Source: an optimization exercise on an open RTL-to-GDS flow (aim: small area and a short achievable clock period). Production flows keep margins and buffers that such runs may drop.
The RTL was checked by simulation tests, not by an equivalence proof against the original design.
Power and IR drop assume default switching activity.

--- flow/run.sh ---
#!/bin/bash
# The standard ORFS layout with these changes:
#  - the smallest buffer (buf_1) on every input and output port,
#  - adders left as plain logic (no half/full adder cells),
#  - ABC maps the logic with flow/abc_map.script instead of ORFS's speed script.
# Synthesis is otherwise the standard flow's own script (synth_recipe.tcl), so registers and
# their names are those of the standard synthesis.
set -euo pipefail
here=$PWD
export BUFFER_PORTS_ARGS="-buffer_cell sky130_fd_sc_hd__buf_1"
export ADDER_MAP_FILE=
{
  head -n 1 synth_recipe.tcl
  cat <<TCL
proc abc {args} {
  set i [lsearch -exact \$args -script]
  if { \$i >= 0 } { lset args [expr {\$i + 1}] $here/flow/abc_map.script }
  yosys abc {*}\$args
}
TCL
  tail -n +2 synth_recipe.tcl
} > own_synth.tcl
sed "s#SYNTH_SCRIPT=[^ ]*#SYNTH_SCRIPT=$here/own_synth.tcl#" standard.sh > own_standard.sh
grep -q "SYNTH_SCRIPT=$here/own_synth.tcl" own_standard.sh
bash own_standard.sh > standard.log 2>&1
--- flow/abc_map.script ---
strash
dch
map -D 1500
topo
stime -c
buffer -c
upsize -c
dnsize -c
--- standard.sh ---
#!/bin/bash
# synth_recipe.tcl (not shown) runs the flow's synth.tcl, then flattens the netlist and writes it again
# the make line also repeats each setting of config.mk as NAME=value (left out here)
make -C /OpenROAD-flow-scripts/flow DESIGN_CONFIG=/design/flow/config.mk WORK_HOME=/design/flow/orfs CLKGATE_MAP_FILE= SYNTH_SCRIPT=/design/flow/synth_recipe.tcl "${@:-finish}"
--- config.mk ---
export PLATFORM = sky130hd
export DESIGN_NAME = badicecream
export DESIGN_NICKNAME = badicecream
export VERILOG_FILES = /design/flow/design.v
export SDC_FILE = /design/flow/constraint.sdc
export NUM_CORES = 4
export LEC_CHECK = 0
export CAP_MARGIN = 20
export CORE_MARGIN = 2
export CORE_UTILIZATION = 40
export SETUP_SLACK_MARGIN = 0.2
export SLEW_MARGIN = 20
--- constraint.sdc ---
create_clock -name core_clock -period 8.0 [get_ports {Clk}]
set_input_delay 1.6000 -clock core_clock [delete_from_list [all_inputs] [get_ports {Clk}]]
set_output_delay 1.6000 -clock core_clock [all_outputs]
set_load 0.01 [all_outputs]
--- design.v ---
module badicecream(input         Clk,                 
                             Reset,               
                             frame_clk,           
                input [10:0]   DrawX, DrawY ,    
				input [15:0]   keycode,				  
               	output logic is_BI	,			 
				output logic [10:0] BI_X, BI_Y,
				input logic up_wall, down_wall , left_wall, right_wall,
				output logic [10:0] BI_X_Pos, BI_Y_Pos,
				output logic [5:0] BI_BlkX_Pos, BI_BlkY_Pos
              );
	localparam [1:0] RIGHT = 2'd0, LEFT = 2'd1, UP = 2'd2, DOWN = 2'd3;
	logic frame_clk_delayed, frame_clk_rising_edge;
	logic [2:0] per_frame_counter;    
	logic [2:0] frame_counter;        
	logic       walking;
	logic [1:0] facing;
	logic [5:0] x_hi, y_hi;
	logic [4:0] off;
	always_ff @(posedge Clk) begin
		frame_clk_delayed     <= frame_clk;
		frame_clk_rising_edge <= frame_clk & ~frame_clk_delayed;
	end
	wire kW = (keycode[7:0] == 8'd26) | (keycode[15:8] == 8'd26);
	wire kA = (keycode[7:0] == 8'd4)  | (keycode[15:8] == 8'd4);
	wire kS = (keycode[7:0] == 8'd22) | (keycode[15:8] == 8'd22);
	wire kD = (keycode[7:0] == 8'd7)  | (keycode[15:8] == 8'd7);
	wire anykey = kW | kA | kS | kD;
	logic [1:0] key_dir;
	logic       key_wall;
	always_comb begin
		if (kW)      begin key_dir = UP;    key_wall = up_wall;    end
		else if (kA) begin key_dir = LEFT;  key_wall = left_wall;  end
		else if (kS) begin key_dir = DOWN;  key_wall = down_wall;  end
		else         begin key_dir = RIGHT; key_wall = right_wall; end
	end
	wire turn = frame_clk_rising_edge & ~walking & anykey;
	wire [1:0] facing_in = turn ? key_dir : facing;
	wire off_up  = ~facing[0];
	wire [4:0] off_next = off_up ? off + 5'd1 : off - 5'd1;
	wire off_wrap = off_up ? (off == 5'd31) : (off == 5'd0);
	wire walk_end = off_up ? (off == 5'd31) : (off == 5'd1);
	wire hi_up = ~(facing[0] ^ facing[1]);
	wire [5:0] hi_cur  = facing[1] ? y_hi : x_hi;
	wire [5:0] hi_next = hi_up ? hi_cur + 6'd1 : hi_cur - 6'd1;
	always_ff @(posedge Clk) begin
		if (Reset) begin
			per_frame_counter <= 3'd0;
			frame_counter     <= 3'd0;
			x_hi              <= 6'd2;     
			y_hi              <= 6'd2;     
			off               <= 5'd0;
			walking           <= 1'b0;
			facing            <= DOWN;
		end else if (frame_clk_rising_edge) begin
			per_frame_counter <= per_frame_counter + 3'd1;
			if (per_frame_counter == 3'd7)
				frame_counter <= frame_counter[2] ? 3'd0 : frame_counter + 3'd1;
			if (!walking) begin
				if (anykey) begin
					facing  <= key_dir;
					walking <= ~key_wall;
				end
			end else begin
				off <= off_next;
				if (off_wrap) begin
					if (facing[1]) y_hi <= hi_next;
					else           x_hi <= hi_next;
				end
				if (walk_end)
					walking <= 1'b0;
			end
		end
	end
	wire [4:0] x_lo = off & {5{~facing[1]}};
	wire [4:0] y_lo = ~(off & {5{facing[1]}});
	assign BI_X_Pos = {x_hi, x_lo};
	assign BI_Y_Pos = {y_hi, y_lo};
	wire moved = |off;
	wire xadj = moved & (facing == LEFT);
	wire yadj = moved & (facing == DOWN);
	assign BI_BlkX_Pos = x_hi - {5'd0, ~xadj};
	assign BI_BlkY_Pos = y_hi - {4'd0, yadj, ~yadj};
	wire [4:0] ox = off & {5{~facing[1]}};
	wire [4:0] oy = off & {5{facing[1]}};
	wire [5:0] xl = {1'b0, DrawX[4:0]} - {1'b0, ox};
	wire [5:0] yl = {1'b0, DrawY[4:0]} + {1'b0, oy};
	wire bx = xl[5];
	wire by = yl[5];
	wire [5:0] xa = DrawX[10:5];
	wire [5:0] xb = ~x_hi;
	wire [5:0] xp = xa ^ xb;
	wire [5:0] xq = xa | xb;
	wire inX = (xp[0] == ~bx) & (xp[5:1] == xq[4:0]) & xq[5];
	wire [5:0] ya = y_hi;
	wire [5:0] yb = ~DrawY[10:5];
	wire [5:0] yp = ya ^ yb;
	wire [5:0] yq = ya | yb;
	wire [5:0] yg = ya & yb;
	wire yu = (yp[5:2] == yq[4:1]) & yq[5];
	wire hd0 = (yp[0] == ~by) & (yp[1] == yq[0]);
	wire hd1 = (yp[0] == by) & (yp[1] == yg[0]);
	wire inY = yu & (hd0 | (hd1 & yl[4]));
	wire [1:0] t54 = hd0 ? {yl[4], ~yl[4]} : 2'b00;
	wire [3:0] row = {2'b00, t54} + {1'b0, facing_in, 1'b0} + {2'b00, facing_in};
	assign is_BI = inX & inY;
	assign BI_X = is_BI ? {3'b000, frame_counter, xl[4:0]} : 11'd0;
	assign BI_Y = is_BI ? {3'b000, row, yl[3:0]} : 11'd0;
endmodule
==> key figures, run 1 <==
Status
  • Status: no timing/DRC/antenna violations

Clocking
  • Post-CTS sizing: 0
  • Clock buffer depth: 2
  • CTS Buf Count: 3
  • Setup bufs post-CTS: 0
  • CTS sink cnt: 28
  • CTS tree: yes
  • CTS H-tree lvls: 1
  • Hold Buf Count CTS: 0
  • CTS Root Cell: clkbuf_8
  • Clock-pin slew on the worst setup and hold paths: approximately 0.090 ns
  • Skew-Pair Late Insertion Delay: 0.27 ns

STA
  • Final slew viol count: 0
  • Slew HR: 48.1%
  • RSZ-0062 raised after global routing: no
  • Setup TNS: 0 ns
  • Final critical-path required period: approximately 5.3 ns
  • Final setup fails: 0
  • Final clock period utilization by the worst path: 66.3%
  • Upper clock frequency limit: 188 MHz
  • Hold Fails Final Rpt: 0
  • Worst Tran Pin Value: 0.776 ns
  • Clock Skew: around 0.0072 ns

Worst setup path
  • R2r startpoint: off[1]
  • Worst Path Required: 6.40 ns
  • RR Endpoint: y_hi[0]
  • Cell count of the worst reg-to-reg path: 12
  • Crit Path Category: in2out
  • Worst-path fanout max: 5
  • Critical Path AT: between 3 and 4 ns
  • Crit end category: output port
  • Startpoint types: input port
  • FF-to-FF setup slack: 5.57 ns

Worst hold path
  • Hold path start: frame_clk_delayed
  • Hold path depth: 1
  • WHS Endpoint: frame_clk_rising_edge
  • Hold WC Path Type: reg2reg

Placed design
  • Dpl cells: 598
  • Final GP Congestion: 0.836
  • Port Buf Inserts: 95
  • Post-DP HPWL: 5520 um

Synthesis
  • Post-Synth Adder-Cell Area: 0%
  • Largest family of logic cells by synthesized area: simple AND/OR/NAND/NOR gates
  • Async SR Flop Fraction: 0%
  • Seq cells post-synth: 28
  • Yosys cell types: between 40 and 50
  • Number of synthesized flops with an enable pin: 0
  • Proportion of synthesized area in mux cells: less than 1%
  • Synth Area in Compound Gates: 25.3%
  • Post-Syn Instances: 436
  • Synth warn: 1
  • Register area share after synthesis: 20.6%
  • Post-synthesis xor/xnor area fraction: 8.05%
  • Post-synth top flop: dfxtp_1
  • Post-Synth Simple-Gate Area: a little under a third
  • Mapped cell area: 2720 um2
  • Avg Cell Area, Syn: slightly above 6 um2

Detailed routing
  • Via density: 4.89
  • Final wirelength: between 6000 and 7000 um
  • Antenna Nets Post-Route: 0
  • Pre-antenna DRT Iters: 4
  • DRC: 0
  • DR vias: about 2,900
  • DR iter-0 viols: 111
  • Wire per inst: 11.2 um

GRT
  • Global-route wire length before repair: 11,500 um
  • Total Routing Usage GR: between 15 and 20%
  • Vias in the first global route: 2,495
  • Largest net degree at the start of global routing: 20
  • Total gr overflow: 0
  • Initial antenna violation count: 0

Layout
  • Ratio of cells with drive above 1 in the final layout: 6.33%
  • Most frequent cells in the layout: 95 x buf_1, 81 x nand2_1, 58 x inv_1
  • Synthesis-to-layout area growth: 14.1%
  • NumNets Final: 568
  • Leading cell type in the layout, fill and taps excluded: buf_1
  • Post-Layout Cell Count: 601
  • Antenna diodes: 0

Floorplanning
  • Die X: 86.5 um
  • Io pins: 102
  • Die Ht: 86.5 um
  • Die area: between 7000 and 8000 um2
  • Core area: 6680 um2
  • Initial core utilization: 40.7%
  • Placement row count: 30

Power
  • Max rail drop VDD: 108 uV
  • PD cells: 84.8 nW/um2
  • Static Leak: 1.35 nW

Flow run
  • MaxCap Viol Count: 0
==> flip-flops by register name, indices dropped and copies added (netlist names) <==
| signal | cells |
|---|---|
| frame_clk_rising_edge | 1 |
| y_hi | 6 |
| off | 5 |
| walking | 1 |
| per_frame_counter | 3 |
| frame_counter | 3 |
| facing | 2 |
| frame_clk_delayed | 1 |
| x_hi | 6 |
==> layout make-up <==
cell class	count	area, um2
clock buffers	3	41.3
fillers	749	3580
repair buffers	96	364
inverters	61	231
flip-flops and latches	28	561
multi-input cells	333	1810
well taps	80	100
==> cells by family (layout without fill, tap and decap cells) <==
logic type | count (synthesis) | after routing
DFF | 28 | 28
AOI/OAI and AO/OA | 110 | 110
muxes | 1 | 1
buffers and inverters | 80 | 160
other | 1 | 6
xor gates and xnor gates | 25 | 25
and+or+nand+nor | 191 | 191
==> Yosys cell counts, types with 7 or more instances <==
master / instances / share of area, %
o21ai_0: 39 / 7.2
buf_4: 7 / 1.9
nand2_1: 81 / 11
xnor2_1: 9 / 2.9
nand3_1: 10 / 1.8
nor2_1: 55 / 7.6
a211oi_1: 8 / 2.2
dfxtp_1: 28 / 21
nor3_1: 10 / 1.8
inv_1: 58 / 8.0
a21oi_1: 31 / 5.7
xor2_1: 16 / 5.2
==> metal layers <==
metal / part of all wire, % / up-vias / global-route usage (%) / wire length [um]
met5: 0 / - / 0 / 0
met4: 0.46 / 0 / 2.13 / 31
met3: 5.6 / 4 / 2.38 / 379
met2: 44 / 80 / 28.3 / 2980
met1: 50 / 1265 / 28.5 / 3350
li1: - / 1591 / - / -
==> critical path, cell delays in order <==
cell and delay (ns):
buf_1 0.06, or2_2 0.30, nor3b_1 0.24, nand4_1 0.13, o21ai_2 0.13, inv_1 0.06, nand2_1 0.08, o211ai_1 0.16
a22oi_1 0.32, nand2_1 0.09, nand2_1 0.09, xor2_1 0.23, a21oi_2 0.08, buf_1 0.13
==> where the power goes <==
| group | internal, mW | leakage [nW] | switching [mW] |
|---|---|---|---|
| Combinational | 0.0168 | 1.10 | 0.0286 |
| Clock | 0.0338 | 0.0216 | 0.0423 |
| Sequential | 0.141 | 0.227 | 0.00109 |
==> how the worst max path moves through the flow <==
stage | to | from | slack, ns | cells after the start
finish | BI_Y[5] | keycode[7] | 2.69 | 14
detailed placement | BI_Y[5] | keycode[7] | 2.69 | 14
floorplan | BI_Y[7] | keycode[7] | 3.14 | 10
global route | BI_Y[5] | keycode[7] | 2.44 | 14
CTS | BI_Y[5] | keycode[7] | 2.69 | 14
global placement | BI_Y[5] | keycode[7] | 2.66 | 14
==> through the flow <==
step / hold slack (ns) / power [mW] / util, % / setup slack (ns) / instance area, um2
after detailed placement: 0.373 / 0.190 / 45.8 / 2.69 / 3060
final: 0.382 / 0.263 / 46.5 / 2.69 / 3100
after global routing: 0.396 / 0.280 / 46.5 / 2.44 / 3100
after global placement: 0.371 / 0.190 / 45.8 / 2.66 / 3060
after CTS: 0.387 / 0.266 / 46.5 / 2.69 / 3100
after floorplan: 0.366 / 0.177 / - / 3.14 / 2740
==> inputs of run 2 (changes only) <==
--- a/flow/run.sh
+++ b/flow/run.sh
@@ -11,2 +11,4 @@
 export ADDER_MAP_FILE=
+export SETUP_MOVE_SEQUENCE=buffer,split,swap
+export SKIP_LAST_GASP=1
 {
--- a/config.mk
+++ b/config.mk
@@ -10,3 +10,3 @@
 export CORE_UTILIZATION = 40
-export SETUP_SLACK_MARGIN = 0.2
+export SETUP_SLACK_MARGIN = 3.0
 export SLEW_MARGIN = 20
==> key figures, run 2 <==
STA
  • Final slew viol count: 0 (unchanged)
  • Final critical-path required period: 5.27 ns (-0.0323 ns)
  • Final hold slack: 0.381 ns (-0.000122 ns)
  • Upper clock frequency limit: 190 MHz (+0.61%)
  • Slew HR: 47.5% (-0.58 points)
  • Worst Tran Pin Value: 0.784 ns (+0.00862 ns)
  • RSZ-0062 raised after global routing: yes
  • Clock Skew: 0.00753 ns (+0.000359 ns)
  • Setup TNS: 0 ns (unchanged)
  • Final clock period utilization by the worst path: 65.9% (-0.40 points)
  • Final setup fails: 0 (unchanged)
  • Final WS setup: 2.73 ns (+0.0323 ns)
  • Hold Fails Final Rpt: 0 (unchanged)

Worst setup path
  • Largest delay contributor family on the critical path: simple AND/OR/NAND/NOR gates
  • CP cell instances: buf_1 -> or2_2 -> nor3b_1 -> a31oi_1 -> a311oi_1 -> nor2_1 -> o21ai_0 -> nand2_1 -> nand2_1 -> xor2_1 -> a21oi_2 -> buf_1
  • RR Endpoint: y_hi[0]
  • R2r startpoint: off[1]
  • Crit end category: output port
  • Worst Path Required: 6.40 ns (about the same)
  • Crit path largest cell delay: 0.34 ns (+0.02 ns)
  • Slowest stage cell on the critical path: a311oi_1
  • Worst-path fanout max: 3 (-2)
  • Crit Path Category: in2out
  • Cell count of the worst reg-to-reg path: 12 (unchanged)
  • CP bufs+invs: 2 (-1)
  • FF-to-FF setup slack: 5.58 ns (about the same)
  • Startpoint types: input port
  • Critical Path AT: 3.67 ns (-0.04 ns)
  • Stages on worst setup path: 12 (-2)

Clocking
  • CTS Root Cell: clkbuf_8
  • Hold Buf Count CTS: 0 (unchanged)
  • Skew-Pair Late Insertion Delay: 0.27 ns (about the same)
  • CTS H-tree lvls: 1 (unchanged)
  • CTS Buf Count: 3 (unchanged)
  • Clock buffer depth: 2 (unchanged)
  • Clock-pin slew on the worst setup and hold paths: 0.09 ns (about the same)
  • CTS tree: yes
  • Post-CTS sizing: 0 (unchanged)
  • CTS sink cnt: 28 (unchanged)

Synthesis
  • Async SR Flop Fraction: 0% (unchanged)
  • Post-Synth Adder-Cell Area: 0% (unchanged)
  • Synth Area in Compound Gates: 25.3% (unchanged)
  • Yosys cell types: 49 (unchanged)
  • Post-synth top flop: dfxtp_1
  • Seq cells post-synth: 28 (unchanged)
  • Top-count cell post-synth: nand2_1
  • Post-Syn Instances: 436 (unchanged)
  • Yosys top cell area share: 20.6% (unchanged)
  • Avg Cell Area, Syn: 6.24 um2 (unchanged)
  • Post-Synth Simple-Gate Area: 31.8% (unchanged)
  • Synth top cells by count: 81 x nand2_1, 58 x inv_1, 55 x nor2_1
  • Number of synthesized flops with an enable pin: 0 (unchanged)
  • Mapped cell area: 2720 um2 (unchanged)
  • Register area share after synthesis: 20.6% (unchanged)
  • Post-synthesis xor/xnor area fraction: 8.05% (unchanged)
  • Largest area contributor in the netlist: dfxtp_1
  • Largest family of logic cells by synthesized area: simple AND/OR/NAND/NOR gates
  • Largest cells by area after synthesis: dfxtp_1 21%, nand2_1 11%, inv_1 8.0%
  • Proportion of synthesized area in mux cells: 0.368% (unchanged)
  • Synth warn: 1 (unchanged)

Worst hold path
  • Hold WC Path Type: reg2reg
  • Hold path depth: 1 (unchanged)
  • WHS Endpoint: frame_clk_rising_edge
  • Hold path start: frame_clk_delayed

Floorplanning
  • Die area: 7480 um2 (unchanged)
  • Core area: 6680 um2 (unchanged)
  • Placement row count: 30 (unchanged)
  • Die Ht: 86.5 um (unchanged)
  • Die X: 86.5 um (unchanged)
  • Io pins: 102 (unchanged)
  • Initial core utilization: 40.7% (unchanged)

Placed design
  • Placement-stage cell area: 3060 um2 (unchanged)
  • Post-DP HPWL: 5520 um (unchanged)
  • Port Buf Inserts: 95 (unchanged)
  • Pre-CTS setup slack: 2.69 ns (unchanged)
  • Final GP Congestion: 0.836 (unchanged)

Layout
  • Most frequent cells in the layout: 95 x buf_1, 81 x nand2_1, 58 x inv_1
  • Antenna diodes: 0 (unchanged)
  • Ratio of cells with drive above 1 in the final layout: 9.29% (+3.0 points)
  • NumNets Final: 585 (+3.0%)
  • Leading cell type in the layout, fill and taps excluded: buf_1
  • Top Registers: x_hi: 6 flops, y_hi: 6 flops, off: 5 flops
  • Synthesis-to-layout area growth: 19.3%
  • Fin area: 3240 um2 (+4.5%)

Power
  • Max rail drop VDD: 103 uV (-4.6%)
  • PD cells: 82.5 nW/um2 (-2.8%)
  • Total Power: 0.268 mW (+1.6%)
  • Static Leak: 1.43 nW (+6.1%)

Detailed routing
  • Antenna Nets Post-Route: 0 (unchanged)
  • Via density: 4.88 (-0.30%)
  • Wire per inst: 11.3 um (+0.42%)
  • DR vias: 3,014 (+2.5%)
  • Final wirelength: 6960 um (+3.3%)
  • Pre-antenna DRT Iters: 4 (unchanged)
  • DR iter-0 viols: 106 (-4.5%)
  • DRC: 0 (unchanged)

Status
  • Status: no timing/DRC/antenna violations

Flow run
  • MaxCap Viol Count: 0 (unchanged)

GRT
  • Total Routing Usage GR: 18.8% (+0.28 points)
  • Largest net degree at the start of global routing: 20 (unchanged)
  • Total gr overflow: 0 (unchanged)
  • Initial antenna violation count: 0 (unchanged)
  • Vias in the first global route: 2,555 (+2.4%)
  • Global-route wire length before repair: 11,700 um (+1.8%)
==> run 2: how the worst max path moves through the flow <==
stage	start	end
after floorplan	keycode[7]	BI_Y[7]
after global placement	keycode[7]	BI_Y[5]
after detailed placement	keycode[7]	BI_Y[5]
after CTS	keycode[7]	BI_Y[5]
after global routing	keycode[7]	BI_Y[5]
final	keycode[7]	BI_Y[5]
==> run 2: timing repair <==
item | 4_1_cts | 5_1_grt
buffers inserted | 12 | 5
pin swaps | 9 | 16
setup endpoints to repair | 16 | 17
==> run 2: cell families (layout without fill, tap and decap cells) <==
family,Yosys count,in the layout
multiplexers,1,1
buffers and inverters,80,177
AO/OA/AOI/OAI,110,110
AND/OR/NAND/NOR,191,191
other,1,6
flip-flops,28,28
XOR/XNOR,25,25
==> run 2: area by class of cell <==
class / instances / area (um2)
Multi-Input combinational cell: 333 / 1810
Tap cell: 80 / 100
Fill cell: 739 / 3440
Timing Repair Buffer: 113 / 504
Clock buffer: 3 / 41.3
Inverter: 61 / 231
Sequential cell: 28 / 561
==> run 2: metal layers <==
layer / global-route usage, % / part of all wire (%) / vias up
met5: 0 / 0 / -
met4: 2.13 / 0.42 / 0
met3: 2.38 / 6.1 / 4
met2: 29.0 / 44 / 83
met1: 28.7 / 50 / 1303
li1: - / - / 1624
==> run 2: worst register-to-register path: cells and delay by family (launching register included) <==
family | cells | cell delay [ns]
AOI/OAI and AO/OA | 4 | 0.62
and+or+nand+nor | 5 | 1.01
buffers and inverters | 3 | 0.20
DFF | 1 | 0.53
==> run 2: per-stage QoR <==
step | std cells | utilization, %
5_1_grt | 618 | 48.6
4_1_cts | 613 | 48.0
3_5_place_dp | 598 | 45.8
2_1_floorplan | 441 | -
3_3_place_gp | 598 | 45.8
6_report | 618 | 48.6
==> run 2: where the power goes <==
group	switching (mW)	total, mW	leakage [nW]	internal (mW)
Sequential	0.00108	0.142	0.227	0.141
Combinational	0.0298	0.0499	1.18	0.0201
Clock	0.0422	0.0760	0.0216	0.0338
Total	0.0730	0.268	1.43	0.194
==> inputs of run 3 (changes only) <==
--- a/flow/run.sh
+++ b/flow/run.sh
@@ -1,5 +1,6 @@
 #!/bin/bash
-# The standard ORFS layout with these changes:
+# The standard ORFS layout with three changes:
 #  - the smallest buffer (buf_1) on every input and output port,
 #  - adders left as plain logic (no half/full adder cells),
+#  - the datapath's pins grouped on one edge (flow/io.tcl),
 #  - ABC maps the logic with flow/abc_map.script instead of ORFS's speed script.
@@ -11,4 +12,3 @@
 export ADDER_MAP_FILE=
-export SETUP_MOVE_SEQUENCE=buffer,split,swap
-export SKIP_LAST_GASP=1
+export PRE_IO_PLACEMENT_TCL=$here/flow/io.tcl
 {
==> flow/io.tcl (new file) <==
# Pin placement: the sprite-pixel datapath's pins (DrawX, DrawY in; is_BI, BI_X,
# BI_Y out) side by side on the right edge, the key codes on the bottom edge.
set dp {}
foreach b {7 6 5 4 3 2 1 0} { lappend dp "BI_Y\[$b\]" }
foreach b {10 9 8 7 6 5 4 3 2 1 0} { lappend dp "DrawY\[$b\]" }
lappend dp is_BI
foreach b {0 1 2 3 4 5 6 7 8 9 10} { lappend dp "DrawX\[$b\]" }
foreach b {0 1 2 3 4 5 6 7} { lappend dp "BI_X\[$b\]" }
set_io_pin_constraint -pin_names $dp -region right:* -group -order
set kc {}
for {set b 0} {$b < 16} {incr b} { lappend kc "keycode\[$b\]" }
set_io_pin_constraint -pin_names $kc -region bottom:* -group
--- a/config.mk
+++ b/config.mk
@@ -10,3 +10,3 @@
 export CORE_UTILIZATION = 40
-export SETUP_SLACK_MARGIN = 3.0
+export SETUP_SLACK_MARGIN = 2.5
 export SLEW_MARGIN = 20
==> key figures, run 3 <==
Status
  • Status: no timing/DRC/antenna violations

Power
  • Max rail drop VDD: 56.8 uV (-45%)
  • P_sw: 0.0783 mW (+7.2%)
  • Power share of the combinational group: 15.3% (-3.3 points)
  • Clk pwr share: 38.0% (+9.6 points)
  • Int Power: 0.225 mW (+15%)
  • Sequential power share: 46.7% (-6.2 points)
  • PD cells: 96.3 nW/um2 (+17%)
  • Total Power: 0.303 mW (+13%)
  • Sw Share: 25.9% (-1.4 points)
  • Static Leak: 1.36 nW (-4.8%)

Synthesis
  • Register area share after synthesis: 20.6% (unchanged)
  • Yosys cell types: 49 (unchanged)
  • Top-count cell post-synth: nand2_1
  • Post-Syn Instances: 436 (unchanged)
  • Seq cells post-synth: 28 (unchanged)
  • Post-synth top flop: dfxtp_1
  • Number of synthesized flops with an enable pin: 0 (unchanged)
  • Synth warn: 1 (unchanged)
  • Synth top cells by count: 81 x nand2_1, 58 x inv_1, 55 x nor2_1
  • Largest cells by area after synthesis: dfxtp_1 21%, nand2_1 11%, inv_1 8.0%
  • Mapped cell area: 2720 um2 (unchanged)
  • Async SR Flop Fraction: 0% (unchanged)
  • Yosys top cell area share: 20.6% (unchanged)
  • Avg Cell Area, Syn: 6.24 um2 (unchanged)
  • Largest area contributor in the netlist: dfxtp_1

Detailed routing
  • Final wirelength: 7820 um (+12%)
  • Pre-antenna DRT Iters: 4 (unchanged)
  • DRC: 0 (unchanged)
  • DR iter-0 viols: 175 (+65%)
  • DR vias: 3,058 (+1.5%)
  • Wire per inst: 13.0 um (+15%)
  • Antenna Nets Post-Route: 0 (unchanged)
  • Via density: 5.08 (+4.2%)

Worst setup path
  • Worst-path fanout max: 5 (+2)
  • Startpoint types: input port
  • CP bufs+invs: 3 (+1)
  • Worst Path Required: 6.40 ns (about the same)
  • CP cell instances: buf_1 -> or2_2 -> nor3b_1 -> nand4_1 -> o21ai_2 -> inv_1 -> nand2_1 -> nor2_1 -> nor3_1 -> o21ai_0 -> o21ai_0 -> and3_1 -> buf_1
  • Critical Path AT: 3.66 ns (about the same)
  • Crit path largest cell delay: 0.30 ns (-0.04 ns)
  • Slowest stage cell on the critical path: o21ai_0
  • Crit end category: output port
  • Crit Path Category: in2out
  • Largest delay contributor family on the critical path: simple AND/OR/NAND/NOR gates

STA
  • Slew HR: 44.6% (-2.9 points)
  • Setup TNS: 0 ns (unchanged)
  • RSZ-0062 raised after global routing: yes
  • Final setup fails: 0 (unchanged)
  • Final slew viol count: 0 (unchanged)
  • Clock Skew: 0.00258 ns (-0.00495 ns)
  • Final hold slack: 0.389 ns (+0.00759 ns)
  • Final critical-path required period: 5.26 ns (-0.00998 ns)
  • Worst Tran Pin Value: 0.827 ns (+0.0428 ns)
  • Upper clock frequency limit: 190 MHz (+0.19%)
  • Final clock period utilization by the worst path: 65.8% (-0.12 points)
  • Hold Fails Final Rpt: 0 (unchanged)

Layout
  • Finished Core Util: 47.1% (-1.5 points)
  • Top Registers: x_hi: 6 flops, y_hi: 6 flops, off: 5 flops
  • NumNets Final: 568 (-2.9%)
  • Ratio of cells with drive above 1 in the final layout: 6.90% (-2.4 points)
  • Synthesis-to-layout area growth: 15.6%
  • # fillers: 713 (-3.5%)
  • Most frequent cells in the layout: 95 x buf_1, 81 x nand2_1, 58 x inv_1
  • Post-Layout Cell Count: 602 (-2.6%)
  • Antenna diodes: 0 (unchanged)
  • Leading cell type in the layout, fill and taps excluded: buf_1

Floorplanning
  • Io pins: 102 (unchanged)
  • Placement row count: 30 (unchanged)
  • Initial core utilization: 40.7% (unchanged)
  • Die area: 7480 um2 (unchanged)
  • Core area: 6680 um2 (unchanged)
  • Die Ht: 86.5 um (unchanged)
  • Die X: 86.5 um (unchanged)

Worst hold path
  • Hold WC Path Type: reg2reg

GRT
  • Total gr overflow: 0 (unchanged)
  • Global-route wire length before repair: 12,600 um (+7.6%)
  • Largest net degree at the start of global routing: 35 (+75%)
  • Vias in the first global route: 2,580 (+0.98%)
  • Total Routing Usage GR: 21.0% (+2.2 points)
  • Initial antenna violation count: 0 (unchanged)

Clocking
  • CTS H-tree lvls: 1 (unchanged)
  • Hold Buf Count CTS: 0 (unchanged)
  • Clock buffer depth: 2 (unchanged)
  • CTS sink cnt: 28 (unchanged)
  • Skew-Pair Late Insertion Delay: 0.28 ns (about the same)
  • CTS Buf Count: 3 (unchanged)
  • CTS tree: yes
  • Clock-pin slew on the worst setup and hold paths: 0.10 ns (about the same)
  • CTS Root Cell: clkbuf_8

Placed design
  • Final GP Congestion: 0.993 (+19%)
  • Post-DP HPWL: 6540 um (+19%)
  • Port Buf Inserts: 95 (unchanged)
  • Dpl cells: 598 (unchanged)

Flow run
  • MaxCap Viol Count: 0 (unchanged)
==> run 3: final timing paths <==
path / from / endpoint / slack (ns) / depth (start not counted)
max: keycode[7] / BI_Y[6] / 2.74 / 13
min reg2reg: frame_clk_delayed / frame_clk_rising_edge / 0.39 / 1
max reg2reg: off[1] / y_hi[2] / 5.42 / 12
min: frame_clk_delayed / frame_clk_rising_edge / 0.39 / 1
==> run 3: what timing repair did <==
| action | 4_1_cts | 5_1_grt |
|---|---|---|
| endpoints found under the setup margin | 0 | 2 |
| setup buffers | 0 | 0 |
| resized for setup | 0 | 3 |
==> run 3: layer usage <==
metal,up-vias,share of wire (%),global-route usage (%)
met5,-,0,0
met4,0,0.61,3.41
met3,5,6.8,4.38
met2,90,44,34.5
met1,1367,48,28.9
li1,1596,-,-
==> run 3: cell type report <==
cell class | count | area [um2] | share of cell area (%)
tap | 80 | 100 | 3.18
timing repair buffer | 96 | 364 | 11.6
multi-input combinational | 333 | 1820 | 57.8
inverter | 61 | 231 | 7.36
clock inverter | 1 | 30.0 | 0.955
sequential | 28 | 561 | 17.8
clock buffer | 3 | 41.3 | 1.31
==> run 3: worst register-to-register path, cell delays in order (launching register included) <==
cell and delay [ns]:
dfxtp_1 0.57, inv_4 0.08, nor2_1 0.11, inv_1 0.07, nor2_1 0.13, nand2_1 0.09, o21ai_0 0.24, o21ai_0 0.13
nor2_1 0.10, inv_1 0.06, nor2_1 0.63, o21ai_0 0.17, a21oi_1 0.15
==> run 3: logic make-up (layout without fill, tap and decap cells) <==
logic type / count (synthesis) / after routing / share of synthesized area, %
compound gates: 110 / 110 / 25.3
xor+xnor: 25 / 25 / 8.05
buf+inv: 80 / 161 / 13.7
flops: 28 / 28 / 20.6
mux: 1 / 1 / 0.368
other cells: 1 / 6 / 0.138
simple gates: 191 / 191 / 31.8
==> run 3: through the flow <==
step / worst slack [ns] / cell area, um2
6_report: 2.74 / 3150
3_3_place_gp: 2.76 / 3060
3_5_place_dp: 2.73 / 3060
4_1_cts: 2.72 / 3130
2_1_floorplan: 3.14 / 2740
5_1_grt: 2.50 / 3150
==> run 3: power by group through the flow <==
stage	Combinational, mW	Sequential, mW	Clock (mW)
finish	0.0463	0.141	0.115
global route	0.0524	0.142	0.125
CTS	0.0457	0.141	0.118
detailed placement	0.0454	0.145	0
global placement	0.0447	0.145	0
floorplan	0.0326	0.144	0
==> inputs of run 4 (changes only) <==
==> flow/abc_map.script (replaced) <==
strash
dch
map
topo
stime -c
buffer -c
upsize -c
dnsize -c
==> key figures, run 4 <==
STA
  • Final setup fails: 0 (unchanged)
  • Final critical-path required period: 5.12 ns (-0.145 ns)
  • Upper clock frequency limit: 195 MHz (+2.8%)
  • Final WS setup: 2.88 ns (+0.145 ns)
  • Final slew viol count: 0 (unchanged)
  • Hold Fails Final Rpt: 0 (unchanged)
  • Clock Skew: 0.0124 ns (+0.00980 ns)
  • Setup TNS: 0 ns (unchanged)
  • Worst Tran Pin Value: 0.616 ns (-0.212 ns)
  • Final hold slack: 0.391 ns (+0.00227 ns)
  • RSZ-0062 raised after global routing: no
  • Slew HR: 58.9% (+14 points)
  • Final clock period utilization by the worst path: 64.0% (-1.8 points)

Layout
  • Most frequent cells in the layout: 99 x nand2_1, 95 x buf_1, 49 x inv_1
  • Fin area: 3420 um2 (+8.6%)
  • Finished Core Util: 47.4% (+0.29 points)
  • Top Registers: x_hi: 6 flops, y_hi: 6 flops, off: 5 flops
  • Antenna diodes: 0 (unchanged)
  • Synthesis-to-layout area growth: 14.9%
  • Leading cell type in the layout, fill and taps excluded: nand2_1
  • Post-Layout Cell Count: 659 (+9.5%)
  • Ratio of cells with drive above 1 in the final layout: 9.11% (+2.2 points)
  • NumNets Final: 606 (+6.7%)
  • # fillers: 798 (+12%)

Clocking
  • Skew-Pair Late Insertion Delay: 0.28 ns (about the same)
  • CTS H-tree lvls: 1 (unchanged)
  • Post-CTS sizing: 0 (unchanged)
  • Hold Buf Count CTS: 0 (unchanged)
  • CTS Buf Count: 3 (unchanged)
  • CTS sink cnt: 28 (unchanged)
  • CTS Root Cell: clkbuf_8
  • Clock-pin slew on the worst setup and hold paths: 0.11 ns (about the same)
  • Setup bufs post-CTS: 0 (unchanged)
  • Clock buffer depth: 2 (unchanged)
  • CTS tree: yes

Detailed routing
  • Antenna Nets Post-Route: 0 (unchanged)
  • Wire per inst: 13.4 um (+3.0%)
  • DRC: 0 (unchanged)
  • DR vias: 3,422 (+12%)
  • Pre-antenna DRT Iters: 4 (unchanged)
  • DR iter-0 viols: 194 (+11%)
  • Via density: 5.19 (+2.2%)
  • Final wirelength: 8820 um (+13%)

Floorplanning
  • Io pins: 102 (unchanged)
  • Die area: 8140 um2 (+8.8%)
  • Core area: 7210 um2 (+8.0%)
  • Die X: 90.2 um (+4.3%)
  • Die Ht: 90.2 um (+4.3%)
  • Initial core utilization: 41.2% (+0.50 points)
  • Placement row count: 31 (+3.3%)

Synthesis
  • Largest cells by area after synthesis: dfxtp_1 19%, nand2_1 13%, inv_1 6.2%
  • Synth warn: 1 (unchanged)
  • Post-Synth Simple-Gate Area: 39.4% (+7.6 points)
  • Proportion of synthesized area in mux cells: 0% (-0.37 points)
  • Top-count cell post-synth: nand2_1
  • Post-Synth Adder-Cell Area: 0% (unchanged)
  • Post-synthesis xor/xnor area fraction: 7.58% (-0.47 points)
  • Largest family of logic cells by synthesized area: simple AND/OR/NAND/NOR gates
  • Yosys top cell area share: 18.9% (-1.8 points)
  • Post-Syn Instances: 472 (+8.3%)
  • Register area share after synthesis: 18.9% (-1.8 points)
  • Yosys cell types: 55 (+12%)
  • Number of synthesized flops with an enable pin: 0 (unchanged)
  • Async SR Flop Fraction: 0% (unchanged)
  • Post-synth top flop: dfxtp_1
  • Synth top cells by count: 99 x nand2_1, 49 x inv_1, 46 x nor2_1
  • Seq cells post-synth: 28 (unchanged)
  • Largest area contributor in the netlist: dfxtp_1
  • Synth Area in Compound Gates: 22.1% (-3.3 points)
  • Avg Cell Area, Syn: 6.30 um2 (+0.96%)
  • Mapped cell area: 2970 um2 (+9.3%)

Placed design
  • Pre-CTS setup slack: 2.90 ns (+0.172 ns)
  • Post-DP HPWL: 7280 um (+11%)
  • Placement-stage cell area: 3350 um2 (+9.2%)
  • Dpl cells: 655 (+9.5%)
  • Final GP Congestion: 0.914 (-8.0%)
  • Port Buf Inserts: 95 (unchanged)

Worst setup path
  • Worst-path fanout max: 15 (+10)
  • Critical Path AT: 3.52 ns (-0.14 ns)
  • Slowest stage cell on the critical path: nand2_2
  • Crit Path Category: in2out
  • CP cell instances: buf_1 -> nand2_1 -> o21ai_0 -> nor3b_1 -> nand2_1 -> nor2_1 -> nand3_1 -> nor2_2 -> nand2_2 -> a21oi_1 -> buf_1
  • Crit end category: output port
  • Cell count of the worst reg-to-reg path: 8 (-4)
  • Startpoint types: input port
  • Worst Path Required: 6.40 ns (about the same)
  • Crit path largest cell delay: 0.36 ns (+0.06 ns)

Worst hold path
  • Hold path depth: 1 (unchanged)
  • Hold WC Path Type: reg2reg

Power
  • PD cells: 89.7 nW/um2 (-6.8%)
  • Total Power: 0.307 mW (+1.2%)
  • Max rail drop VDD: 54.3 uV (-4.3%)
  • Static Leak: 1.43 nW (+5.1%)

GRT
  • Largest net degree at the start of global routing: 37 (+5.7%)
  • Total gr overflow: 0 (unchanged)
  • Global-route wire length before repair: 14,900 um (+18%)
  • Initial antenna violation count: 0 (unchanged)
  • Vias in the first global route: 3,080 (+19%)
  • Total Routing Usage GR: 21.8% (+0.81 points)

Flow run
  • MaxCap Viol Count: 0 (unchanged)

Status
  • Status: no timing/DRC/antenna violations
run 4: cell count changes after synthesis, sizes merged, moves of 6 or more:
| cell | before | now |
|---|---|---|
| nor2b | 0 | 6 |
| nand2 | 86 | 104 |
| nand4 | 3 | 21 |
| and2 | 1 | 7 |
| nand3 | 11 | 23 |
| nor3 | 10 | 2 |
| a211oi | 8 | 2 |
run 4: layer usage:
| metal | global-route usage [%] | wire length [um] |
|---|---|---|
| met5 | 0 | 0 |
| met4 | 5.51 | 131 |
| met3 | 2.43 | 584 |
| met2 | 35.3 | 3860 |
| met1 | 30.9 | 4240 |
run 4: kinds of logic after synthesis:
logic type / after synthesis
buffers and inverters: 76
other: 1
DFF: 28
AOI/OAI and AO/OA: 108
and+or+nand+nor: 235
xor gates and xnor gates: 24
run 4: where the power goes:
part	switching, mW	internal, mW	total (mW)
Sequential	0.000965	0.141	0.142
Clock	0.0455	0.0670	0.112
Combinational	0.0338	0.0188	0.0526
Total	0.0802	0.226	0.307
run 4: cell type report:
cell class                 instances  area (um2)  area share (%)
timing repair buffer              96         364            10.7
clock buffer                       3        41.3            1.21
clock inverter                     1        30.0           0.879
tap                               99         124            3.63
inverter                          59         221            6.48
sequential                        28         561            16.4
multi-input combinational        373        2080            60.7
run 4: worst max-delay path, delay by kind of cell:
| kind | cells | cell delay [ns] |
|---|---|---|
| buf+inv | 2 | 0.29 |
| simple gates | 7 | 1.28 |
| compound gates | 2 | 0.33 |
run 4: path summary, 6_finish.rpt:
path / startpoint / end / slack (ns)
min reg2reg: frame_clk_delayed / frame_clk_rising_edge / 0.39
min: frame_clk_delayed / frame_clk_rising_edge / 0.39
max reg2reg: facing[0] / x_hi[4] / 5.81
max: DrawY[10] / BI_X[0] / 2.88

## port drivers added, routing unchanged
Ports are ideal in the flow. The routed layouts listed here were re-timed in OpenROAD.
Step 1 assumes that a clkbuf_16 drives the clock port and a buf_2 every other input.
Step 2 moves the port delays by t, midway between the first and last clock arrival at a register: inputs arrive t later, outputs are due t later. That takes back most of the time a late clock gives input paths.
a / b / c = ideal ports / drivers / drivers and shift; a / b = the first two.
| run | t (ns) | slack for setup (ns) | slew at the worst register clock pin (ns) |
|---|---|---|---|
| run 1 | 0.294 | 2.695 / 2.675 / 2.675 | 0.09 / 0.09 |
| run 2 | 0.294 | 2.727 / 2.707 / 2.707 | 0.09 / 0.09 |
| run 3 | 0.306 | 2.737 / 2.713 / 2.713 | 0.10 / 0.10 |
| run 4 | 0.299 | 2.881 / 2.852 / 2.852 | 0.11 / 0.11 |
After both steps setup and hold are still met in every run listed. For run 4, which loses most, drivers alone change the setup slack by -0.029 ns; drivers and shift together by -0.029 ns.
